This design comes from an exercise in tuning for small area on the open sky130 flow, not from production work. Only the layout flow was run in this run; the RTL was not checked for function there. Power figures rest on the tool's default switching activity, not on a simulated workload.

===== flow/run.sh =====
#!/bin/bash
# synth_recipe.tcl (not shown) runs the flow's synth.tcl, then flattens the netlist and writes it again
# the make line also repeats each setting of config.mk as NAME=value (left out here)
make -C /OpenROAD-flow-scripts/flow DESIGN_CONFIG=/design/flow/config.mk WORK_HOME=/design/flow/orfs CLKGATE_MAP_FILE= SYNTH_SCRIPT=/design/flow/synth_recipe.tcl finish

===== flow/config.mk =====
export PLATFORM = sky130hd
export DESIGN_NAME = i2c_slave
export DESIGN_NICKNAME = i2c_slave
export VERILOG_FILES = /design/flow/design.v
export SDC_FILE = /design/flow/constraint.sdc
export NUM_CORES = 4
export LEC_CHECK = 0
export CAP_MARGIN = 20
export CORE_MARGIN = 2
export CORE_UTILIZATION = 40
export PLACE_DENSITY = 0.6
export SLEW_MARGIN = 20

===== flow/constraint.sdc =====
create_clock -name core_clock -period 6.0 [get_ports {i_sclk}]
set_input_delay 1.2000 -clock core_clock [delete_from_list [all_inputs] [get_ports {i_sclk}]]
set_output_delay 1.2000 -clock core_clock [all_outputs]
set_load 0.01 [all_outputs]

===== flow/design.v =====
module i2c_slave(
 input			       i_sclk
,input  		       i_rst_n
,input         [7:0]   i_device_addr
,output reg 	       o_wr_de
,output        [7:0]   o_wr_addr
,output        [7:0]   o_wr_data
,output reg            o_wr_done
,output reg    [8:0]   o_wr_length
,output        [7:0]   o_rd_addr
,input         [7:0]   i_rd_data
,output reg            o_rd_de
,input			       i_scl
,input			       i_sda
,output			       o_sda
);
localparam   S_IDLE         = 'h0;
localparam   S_START        = 'h1;
localparam   S_DEV_ADDR     = 'h2;
localparam   S_DEV_ACK      = 'h3;
localparam   S_REG_ADDR     = 'h4;
localparam   S_REG_ACK      = 'h5;
localparam   S_WR_DATA      = 'h6;
localparam   S_WR_DATA_ACK  = 'h7;
localparam   S_RD_DATA      = 'h8;
localparam   S_RD_DATA_ACK  = 'h9;
localparam   S_STOP         = 'ha;
reg  [4:0]   r_cs                ;
reg  [4:0]   r_ns                ;
reg  [3:0]   r_scl            ;
reg  [3:0]   r_sda            ;
reg          ro_sda           ;
wire         w_sda_pos        ;
wire         w_sda_neg        ;
wire         w_scl_pos        ;
wire         w_scl_neg        ;
reg  [5:0]   r_scl_pos        ;
reg  [5:0]   r_scl_neg        ;
wire         w_bus_start      ;
wire         w_bus_stop       ;
reg  [7:0]   r_device_addr    ;
reg  [7:0]   r_bit_cnt        ;
reg  [7:0]	r_wr_data_shift   ;
reg  [7:0]	r_wr_data		  ;
reg  [7:0]	r_wr_addr		  ;
reg  [7:0]	r_start_wr_addr   ;
reg  [8:0]	r_wr_length       ;
reg         r_rd_de           ;
reg  [7:0]  r_rd_addr         ;
reg  [7:0]  r_rd_data         ;
reg         r_check_ack       ;
reg         r_bus_wr_rd       ;
reg  [19:0] r_scl_low_freq_cnt;
reg  [19:0] r_scl_low_freq    ;
reg  [19:0] ro_sda_en_cnt     ;
reg         ro_sda_en         ;
reg  [19:0] r_scl_hight_freq_cnt;
reg  [19:0] r_scl_hight_freq    ;
reg  [29:0] r_scl_idle_cnt      ;
reg         r_scl_idle_en       ;
assign o_sda       = ro_sda     ;
assign o_rd_addr   = r_rd_addr  ;
assign o_wr_data   = r_wr_data  ;
assign o_wr_addr   = r_wr_addr  ;
assign w_sda_pos   = ~r_sda[3] & r_sda[2];
assign w_sda_neg   = r_sda[3] & ~r_sda[2];
assign w_scl_pos   = ~r_scl[3] & r_scl[2];
assign w_scl_neg   = r_scl[3] & ~r_scl[2];
assign w_bus_start = w_sda_neg & r_scl[3];
assign w_bus_stop  = w_sda_pos & r_scl[3];
always @(posedge i_sclk or negedge i_rst_n) begin	
	if(~i_rst_n) begin
		r_sda <= 'd0;
		r_scl <= 'd0;
	end
	else begin
		r_sda <= {r_sda[2:0],i_sda};
		r_scl <= {r_scl[2:0],i_scl};
	end
end
always @(posedge i_sclk or negedge i_rst_n) begin	
	if(~i_rst_n) begin
		r_scl_pos <= 'd0;
		r_scl_neg <= 'd0;
	end
	else begin
		r_scl_pos <= {r_scl_pos[4:0], w_scl_pos};
		r_scl_neg <= {r_scl_neg[4:0], w_scl_neg};
	end
end
always @(posedge i_sclk or negedge i_rst_n) begin	
	if(~i_rst_n)
		r_device_addr <= 'd0;
	else if(w_bus_start)
		r_device_addr <= i_device_addr;
	else ;
end
always @(posedge i_sclk or negedge i_rst_n) begin	
	if(~i_rst_n)
		r_bit_cnt <= 'd0;
	else case(r_ns)
		S_DEV_ADDR,S_REG_ADDR,S_WR_DATA,S_RD_DATA:
			if(w_scl_pos)
				r_bit_cnt <= r_bit_cnt + 'd1;
			else ;
		default:r_bit_cnt <= 'd0;
	endcase
end
always @(posedge i_sclk or negedge i_rst_n) begin	
	if(~i_rst_n)
		o_rd_de <= 'd0;
	else if((r_ns==S_DEV_ACK) && w_scl_pos && r_bus_wr_rd)
		o_rd_de <= 'd1;
	else if((r_ns==S_RD_DATA_ACK) && w_scl_pos && r_bus_wr_rd)
		o_rd_de <= 'd1;
	else
		o_rd_de <= 'd0;
end
always @(posedge i_sclk or negedge i_rst_n) begin	
	if(~i_rst_n)
		r_rd_de <= 'd0;
	else
		r_rd_de <= o_rd_de;
end
always @(posedge i_sclk or negedge i_rst_n) begin	
	if(~i_rst_n)
		o_wr_de <= 'd0;
	else if(r_cs==S_WR_DATA && r_bit_cnt=='d8 && w_scl_neg)
		o_wr_de <= 'd1;
	else
		o_wr_de <= 'd0;
end
always @(posedge i_sclk or negedge i_rst_n) begin
	if(~i_rst_n)
		r_bus_wr_rd <= 1'b0;
	else if(r_ns==S_DEV_ADDR && r_bit_cnt=='d7 && w_scl_pos)
		r_bus_wr_rd <= r_sda[3];
	else ;
end
always @(posedge i_sclk or negedge i_rst_n) begin
	if(~i_rst_n)
		r_wr_addr <= 1'b0;
	else if(r_cs==S_REG_ADDR && r_bit_cnt=='d8 && w_scl_neg)
		r_wr_addr <= r_wr_data_shift;
	else if(r_cs==S_WR_DATA_ACK && w_scl_pos)
		r_wr_addr <= r_wr_addr + 1;
	else ;
end
always @(posedge i_sclk or negedge i_rst_n) begin
	if(~i_rst_n)
		r_start_wr_addr <= 1'b0;
	else if(r_cs==S_REG_ADDR && r_bit_cnt=='d8 && w_scl_neg)
		r_start_wr_addr <= r_wr_data_shift;
	else ;
end
always @(posedge i_sclk or negedge i_rst_n) begin
	if(~i_rst_n)
		r_rd_addr <= 1'b0;
	else if(r_cs==S_REG_ADDR && r_bit_cnt=='d8 && w_scl_neg)
		r_rd_addr <= r_wr_data_shift;
	else if(r_cs==S_RD_DATA_ACK && w_scl_pos)
		r_rd_addr <= r_rd_addr + 1;
	else ;
end
always @(posedge i_sclk or negedge i_rst_n) begin
	if(~i_rst_n)
		r_wr_data <= 1'b0;
	else if(r_cs==S_WR_DATA && r_bit_cnt=='d8 && w_scl_neg)
		r_wr_data <= r_wr_data_shift;
	else ;
end
always @(posedge i_sclk or negedge i_rst_n) begin
	if(~i_rst_n)
		r_wr_length <= 'd0;
	else if(r_cs==S_WR_DATA_ACK && ~r_bus_wr_rd && w_scl_pos)
		r_wr_length <= 1 + r_wr_addr - r_start_wr_addr;
	else ;
end
always @(posedge i_sclk or negedge i_rst_n) begin
	if(~i_rst_n) begin
		o_wr_done   <= 'd0;
		o_wr_length <= 'd0;
	end
	else if(~r_bus_wr_rd && w_bus_stop) begin
		o_wr_done   <= 'd1;
		o_wr_length <= r_wr_length;
	end
	else begin
		o_wr_done   <= 'd0;
		o_wr_length <= 'd0;
	end
end
always @(posedge i_sclk or negedge i_rst_n) begin	
	if(~i_rst_n)
		r_wr_data_shift <= 'd0;
	else if(w_scl_pos)
		r_wr_data_shift <= {r_wr_data_shift[6:0],r_sda[3]};
	else;
end
always @(posedge i_sclk or negedge i_rst_n) begin	
	if(~i_rst_n)
		r_rd_data <= 'd0;
	else if(r_rd_de)
		r_rd_data <= i_rd_data;
	else if(r_ns == S_RD_DATA && w_scl_pos)
		r_rd_data <= {r_rd_data[6:0],1'b0};
	else ;
end
always @(posedge i_sclk or negedge i_rst_n) begin	
	if(~i_rst_n)
		r_check_ack <= 'd0;
	else if(r_cs == S_RD_DATA_ACK && w_scl_pos)
		if(~r_sda[3])
			r_check_ack <= 1'b1;
		else
			r_check_ack <= 1'b0;
	else if(r_cs == S_RD_DATA_ACK && w_scl_neg)
		r_check_ack <= 1'b0;
	else ;
end
always @(posedge i_sclk or negedge i_rst_n) begin	
	if(~i_rst_n)
		ro_sda <= 1'b1;
	else if(r_ns == S_IDLE)
		ro_sda <= 1'b1;
	else if(r_scl_idle_en)
		ro_sda <= 1'b1;
	else if(r_ns == S_DEV_ACK)
		if(ro_sda_en)
			ro_sda <= 1'b0;
		else
			ro_sda <= ro_sda;
	else if(r_ns == S_REG_ACK)
		if(ro_sda_en)
			ro_sda <= 1'b0;
		else
			ro_sda <= ro_sda;	
	else if(r_ns == S_RD_DATA)
		if(ro_sda_en)
			ro_sda <= r_rd_data[7];
		else
			ro_sda <= ro_sda;
	else if(r_ns == S_WR_DATA_ACK)
		if(ro_sda_en)
			ro_sda <= 1'b0;
		else
			ro_sda <= ro_sda;
	else
		if(ro_sda_en) 
			ro_sda <= 1'b1;
		else
			ro_sda <= ro_sda;
end
always @(posedge i_sclk or negedge i_rst_n) begin	
	if(~i_rst_n)
		r_scl_low_freq_cnt <= 'd0;
	else if(r_ns==S_DEV_ADDR && r_bit_cnt=='d1 && w_scl_neg)
		r_scl_low_freq_cnt <= 'd0;
	else
		r_scl_low_freq_cnt <= r_scl_low_freq_cnt + 1'd1;
end
always @(posedge i_sclk or negedge i_rst_n) begin	
	if(~i_rst_n)
		r_scl_low_freq <= 'd0;
	else if(r_ns==S_DEV_ADDR && r_bit_cnt=='d1 && w_scl_pos)
		r_scl_low_freq <= r_scl_low_freq_cnt;
	else ;
end
always @(posedge i_sclk or negedge i_rst_n) begin	
	if(~i_rst_n)
		ro_sda_en_cnt <= 'd0;
	else if(r_ns != S_IDLE && r_scl_low_freq > 0)
		if(ro_sda_en_cnt == r_scl_low_freq)
			ro_sda_en_cnt <= 0;
		else if(r_scl[3])
			ro_sda_en_cnt <= 0;
		else
			ro_sda_en_cnt <= ro_sda_en_cnt + 1'b1;
	else
		ro_sda_en_cnt <= 0;
end
always @(posedge i_sclk or negedge i_rst_n) begin	
	if(~i_rst_n)
		ro_sda_en <= 0;
	else if(|r_scl_low_freq)
		if(ro_sda_en_cnt == r_scl_low_freq[19:1])
			ro_sda_en <= 1;
		else
			ro_sda_en <= 0;
	else
		ro_sda_en <= 0;
end
always @(posedge i_sclk or negedge i_rst_n) begin	
	if(~i_rst_n)
		r_scl_hight_freq_cnt <= 'd0;
	else if(r_ns==S_DEV_ADDR && r_bit_cnt=='d1 && w_scl_pos)
		r_scl_hight_freq_cnt <= 'd0;
	else if(w_scl_pos || w_scl_neg)
		r_scl_hight_freq_cnt <= 'd0;
	else
		r_scl_hight_freq_cnt <= r_scl_hight_freq_cnt + 1'd1;
end
always @(posedge i_sclk or negedge i_rst_n) begin	
	if(~i_rst_n)
		r_scl_hight_freq <= 'd0;
	else if(r_ns == S_IDLE)
		r_scl_hight_freq <= 'd0;
	else if(r_ns==S_DEV_ADDR && r_bit_cnt=='d2 && w_scl_neg)
		r_scl_hight_freq <= r_scl_hight_freq_cnt;
	else ;
end
always @(posedge i_sclk or negedge i_rst_n) begin	
	if(~i_rst_n)
		r_scl_idle_cnt <= 'd0;
	else if(r_ns != S_IDLE && r_scl_hight_freq > 0)
		if(r_scl_idle_cnt > r_scl_hight_freq + r_scl_hight_freq[19:1]) 
			r_scl_idle_cnt <= 0;
		else if(~r_scl[3])
			r_scl_idle_cnt <= 0;
		else
			r_scl_idle_cnt <= r_scl_idle_cnt + 1'b1;
	else
		r_scl_idle_cnt <= 0;
end
always @(posedge i_sclk or negedge i_rst_n) begin	
	if(~i_rst_n)
		r_scl_idle_en <= 0;
	else if(r_scl_idle_cnt > r_scl_hight_freq + r_scl_hight_freq[19:2])
		r_scl_idle_en <= 1;
	else
		r_scl_idle_en <= 0;
end
always @(posedge i_sclk or negedge i_rst_n) begin
	if(~i_rst_n)
		r_cs <= S_IDLE;
	else if(r_scl_idle_en)
		r_cs <= S_IDLE;
	else
		r_cs <= r_ns;
end
always @(*) begin
	if(~i_rst_n)
		r_ns = S_IDLE;
	else case(r_cs)
		S_IDLE:
			if(w_bus_start)
				r_ns = S_START;
			else
				r_ns = S_IDLE;
		S_START:
			if(w_bus_start)
				r_ns = S_START;
			else if(w_bus_stop)
				r_ns = S_IDLE;
			else if(w_scl_neg)
				r_ns = S_DEV_ADDR;
			else
				r_ns = S_START;
		S_DEV_ADDR:
			if(w_bus_start)
				r_ns = S_START;
			else if(w_bus_stop)
				r_ns = S_IDLE;
			else if(r_bit_cnt == 'd8 && w_scl_neg)
				if(r_wr_data_shift[7:1] == r_device_addr[7:1])
					r_ns = S_DEV_ACK;
				else
					r_ns = S_IDLE;
			else
				r_ns = S_DEV_ADDR;
		S_DEV_ACK:
			if(w_bus_start)
				r_ns = S_START;
			else if(w_bus_stop)
				r_ns = S_IDLE;
			else if(r_bus_wr_rd && w_scl_neg)
				r_ns = S_RD_DATA;
			else if(~r_bus_wr_rd && w_scl_neg)
				r_ns = S_REG_ADDR;
			else
				r_ns = S_DEV_ACK;
		S_REG_ADDR:
			if(w_bus_start)
				r_ns = S_START;
			else if(w_bus_stop)
				r_ns = S_IDLE;
			else if(r_bit_cnt=='d8 && w_scl_neg)
				r_ns = S_REG_ACK;
			else
				r_ns = S_REG_ADDR;
		S_REG_ACK:
			if(w_bus_start)
				r_ns = S_START;
			else if(w_bus_stop)
				r_ns = S_IDLE;
			else if(w_scl_neg)
				r_ns = S_WR_DATA;
			else
				r_ns = S_REG_ACK;
		S_WR_DATA:
			if(w_bus_start)
				r_ns = S_START;
			else if(w_bus_stop)
				r_ns = S_IDLE;
			else if(r_bit_cnt=='d8 && w_scl_neg)
				r_ns = S_WR_DATA_ACK;
			else
				r_ns = S_WR_DATA;
		S_WR_DATA_ACK:
			if(w_bus_start)
				r_ns = S_START;
			else if(w_bus_stop)
				r_ns = S_IDLE;
			else if(w_scl_neg)
				r_ns = S_WR_DATA;
			else
				r_ns = S_WR_DATA_ACK;
		S_RD_DATA:
			if(w_bus_start)
				r_ns = S_START;
			else if(w_bus_stop)
				r_ns = S_IDLE;
			else if(~r_bus_wr_rd && w_scl_neg)
				r_ns = S_IDLE;
			else if(r_bit_cnt=='d8 && w_scl_neg)
				r_ns = S_RD_DATA_ACK;
			else
				r_ns = S_RD_DATA;
		S_RD_DATA_ACK:
			if(w_bus_start)
				r_ns = S_START;
			else if(w_bus_stop)
				r_ns = S_IDLE;
			else if(w_scl_neg)
				if(r_check_ack)
					r_ns = S_RD_DATA;
				else
					r_ns = S_STOP;
			else
				r_ns = S_RD_DATA_ACK;
		S_STOP:
			if(w_bus_start)
				r_ns = S_START;
			else if(w_bus_stop)
				r_ns = S_IDLE;
			else
				r_ns = S_STOP;
		default:
			if(w_bus_start)
				r_ns = S_START;
			else if(w_bus_stop)
				r_ns = S_IDLE;
			else
				r_ns = S_IDLE;
	endcase
end
endmodule

==> notes.md <==
initial standard-cell utilization of the core between 40% and 50%; R2R setup slack 1.42 ns; power per standard cell area 213.5 nW/um^2; total length of routed wires 29,630 um; most used cells in the layout excluding fill and tap cells 231 x dfrtp_1, 132 x nand2_1, 131 x nor2_1; die width 190.3 um; Reg clk slew, reported paths 0.06 ns; maximum number of buffers from clock root to sink 3; Leakage Power about 7.5 nW; Clk Latency, worst-skew pair 0.55 ns; Crit Path Category reg -> reg; RSZ-0062 raised after global routing false; total CTS buffers 26; row count 68; number of antenna violations at the first check in global routing 0; Slew @ Worst Pin 1.004 ns; Arr. time, crit path 5.02 ns; fraction of met3 tracks used by global routing 1.951%; instance area after placement 14,970 sq um; RR Startpoint r_scl_hight_freq[2]$_DFFE_PN0P_; worst setup skew after layout 0.01259 ns; synth unique cells 73; met2 demand-to-capacity share in global routing between 20% and 30%; met1 routing resource usage after global routing 23.28%; sort of element at the end of the critical path register; level count of the clock H-tree 1; post-CTS setup buffer count 0; Worst Setup Start Kind register; overall via count from detail_route 10,150; area of all placed cells without fillers 15,820 sq um; number of synthesized register bits 232; path category of the worst min-delay check reg -> reg; beginning of the worst hold path r_sda[0]$_DFF_PN0_; asr flop ratio synth 100.0%; number of clock sinks 232; GRT Max-Usage Layer met2; Core Box Area around 34,000 sq um; count of flip-flops with a built-in enable after synthesis 0; drc violations 0; highest achievable clock rate ~0.22 GHz; capture point of the worst reg-to-reg path r_scl_idle_en$_DFF_PN0_; TritonCTS clock tree done; layout-stage area growth over the synthesis result 13.98%; Mapped Cells 1,423; number of buffers inserted for hold repair after clock tree synthesis 0; CP Data Required Time 6.44 ns; Synth Cell Area 13,880 sq um; primary flip-flop cell chosen by synthesis mapping dfrtp_1; hold-critical path endpoint r_sda[1]$_DFF_PN0_; number of max-capacitance violations reported 0; IO buf count 55; worst slew slack as a fraction of its limit 32.36%; full die area 36,200 sq um; total inserted antenna cells 0; final cycle utilization of the critical path 76.37%; number of cells on the worst hold path 0; Critical path origin r_scl_hight_freq[2]$_DFFE_PN0P_; via count of the first global-routing pass 10,080; detailed-routing iteration count for the pre-antenna-repair pass 5; total of warnings raised by yosys 1; number of setup violations in the final report 0; commonest non-fill, non-tap cell in the layout dfrtp_1; overall track demand over capacity in global routing 16.38%; final critical delay including setup and external delays roughly 4.6 ns; depth of the worst register-to-register path 17; Max Transition Viols Final 0; routed length per placed instance approximately 15 um; First DRT Iteration DRCs 367; wire length of the first global-routing pass ~49,000 um; final-stage net count 1,627; post-cts resize count 0; largest net degree at the start of global routing 96; Detail Placement HPWL 21,390 um; die outline height ~190 um; ratio of cells with drive above 1 in the final layout 7.570%; Sum Neg Setup Slack 0 ns; cell at the root of the clock tree clkbuf_16; last weighted congestion value of the routability-driven placer 0.8264; status finished clean; share of the yosys chip area belonging to registers 41.84%; Post-DRT Antenna Nets 0; detailed-route vias per instance 5.174; biggest fanout along the worst timing path 5; total grt overflow 0; syn avg cell area 9.752 sq um; Peak supply drop 0.2221 mV; final count of hold timing violations 0; number of top-level pins 57
## routing by layer
metal	share of wire, %	vias up
met1	49	4891
met2	46	115
met3	3.0	46
li1	-	5094
met5	0	-
met4	2.2	0
## report_power, final
part           leakage [nW]  total [W]  switching [W]  internal, W
combinational          3.93   0.000139      0.0000726    0.0000665
clock                 0.403    0.00157       0.000670     0.000905
sequential             3.14    0.00166      0.0000592      0.00160
## worst max path at each step
stage          cells after the start                           end  slack [ns]
5_1_grt                           18   r_scl_idle_cnt[1]$_DFF_PN0_        0.91
4_1_cts                           17       r_scl_idle_en$_DFF_PN0_        1.40
3_5_place_dp                      17       r_scl_idle_en$_DFF_PN0_        1.42
3_3_place_gp                      17   r_scl_idle_cnt[3]$_DFF_PN0_        1.49
6_report                          17       r_scl_idle_en$_DFF_PN0_        1.42
2_1_floorplan                     17  r_scl_idle_cnt[10]$_DFF_PN0_        1.98
## cell usage after synthesis (all sizes together), types with 4 or more instances
cell type	number	area share (%)
nand2	132	3.6
inv	59	1.6
a22o	8	0.50
nor4	21	0.99
and3	31	1.4
and2	14	0.63
o21bai	8	0.43
xor2	100	6.3
o211a	4	0.29
o21a	5	0.27
o31ai	4	0.22
nand2b	11	0.50
o22ai	4	0.18
nor3	46	1.7
o21ai	56	2.0
dfrtp	231	42
mux2i	14	1.0
nand4b	4	0.25
ha	118	11
buf	10	0.53
a21oi	51	1.9
xnor2	69	4.4
nand4	24	1.1
mux2	38	3.6
o211ai	5	0.27
a211oi	7	0.41
nor2	132	3.6
clkbuf	29	0.78
or2	7	0.32
nor2b	19	0.86
nand3	80	2.9
a211o	5	0.32
a21o	26	1.4
## worst max-delay path: stages (launching register included)
cell and delay, ns:
dfrtp_1 0.44, ha_1 0.23, fa_1 0.44, a211oi_1 0.28, o21ai_0 0.23, a31oi_1 0.41
a2111oi_0 0.18, a211o_1 0.32, nor2_1 0.12, xor2_1 0.18, ha_1 0.26, a21o_1 0.16
a21o_1 0.17, a21o_1 0.17, a21o_1 0.16, a211oi_1 0.29, o21ai_0 0.22, a21o_1 0.20
## cell families after synthesis
group / share of synthesized area [%]
flops: 41.84
mux: 4.634
fa+ha+maj: 11.07
other cells: 0.02702
buf+inv: 2.939
xor+xnor: 10.67
simple gates: 18.59
compound gates: 10.22
## area by class of cell
type | count | area [sq um]
clock buffers | 34 | 690.7
well taps | 455 | 569.3
inverters | 60 | 225.2
repair buffers | 67 | 645.6
multi-input cells | 1099 | 7724
flip-flops and latches | 232 | 5807
fillers | 3310 | 18560
clock inverters | 14 | 155.1
## stage by stage
stage,total power (W),utilization [%],setup WS [ns],hold slack [ns],instances
floorplan,0.001748,-,1.980,0.3312,1430
global placement,0.001830,43.55,1.487,0.3331,1913
detailed placement,0.001833,43.55,1.417,0.3379,1913
CTS,0.003429,46.01,1.401,0.3516,1961
global route,0.003511,46.01,0.9126,0.3538,1961
finish,0.003377,46.01,1.418,0.3491,1961
## flip-flops by register name, indices dropped and copies added (netlist names), 4 cells and up
signal                count
r_sda                     4
r_bit_cnt                 8
r_scl                     4
r_scl_low_freq           20
o_wr_length               9
r_wr_data                 8
ro_sda_en_cnt            20
r_rd_data                 8
r_start_wr_addr           8
r_rd_addr                 8
r_scl_idle_cnt           30
r_cs                      4
r_scl_low_freq_cnt       20
r_scl_hight_freq         20
r_wr_length               9
r_wr_addr                 8
r_scl_hight_freq_cnt     20
r_wr_data_shift           8
r_device_addr             7

[static timing again, ports no longer ideal]
In the flow no input, the clock included, has a driving cell. The finished layout below was timed again as built, in two steps.
Step 1 sets driving cells, clkbuf_16 on the clock port and buf_2 on the other inputs (assumed; they add their load-dependent delay and slew).
Step 2 times the ports against the registers' clock, not the clock port: input delays grow and output delays shrink by t, the midpoint of the rising clock arrivals with the driver on.
a / b / c = ideal / step 1 / step 2; a / b = the first two.
shift t [ns]: 0.594
setup slack, ns: 1.418 / 1.418 / 1.418
latest minus earliest clock arrival (ns): 0.012 / 0.012
worst slew at a driven data input, ns: 0.05
cell pins on the clock port's net: 1
After both steps this run still meets setup and hold. For this run, drivers alone change the setup slack by 0.000 ns; drivers and shift together by 0.000 ns.
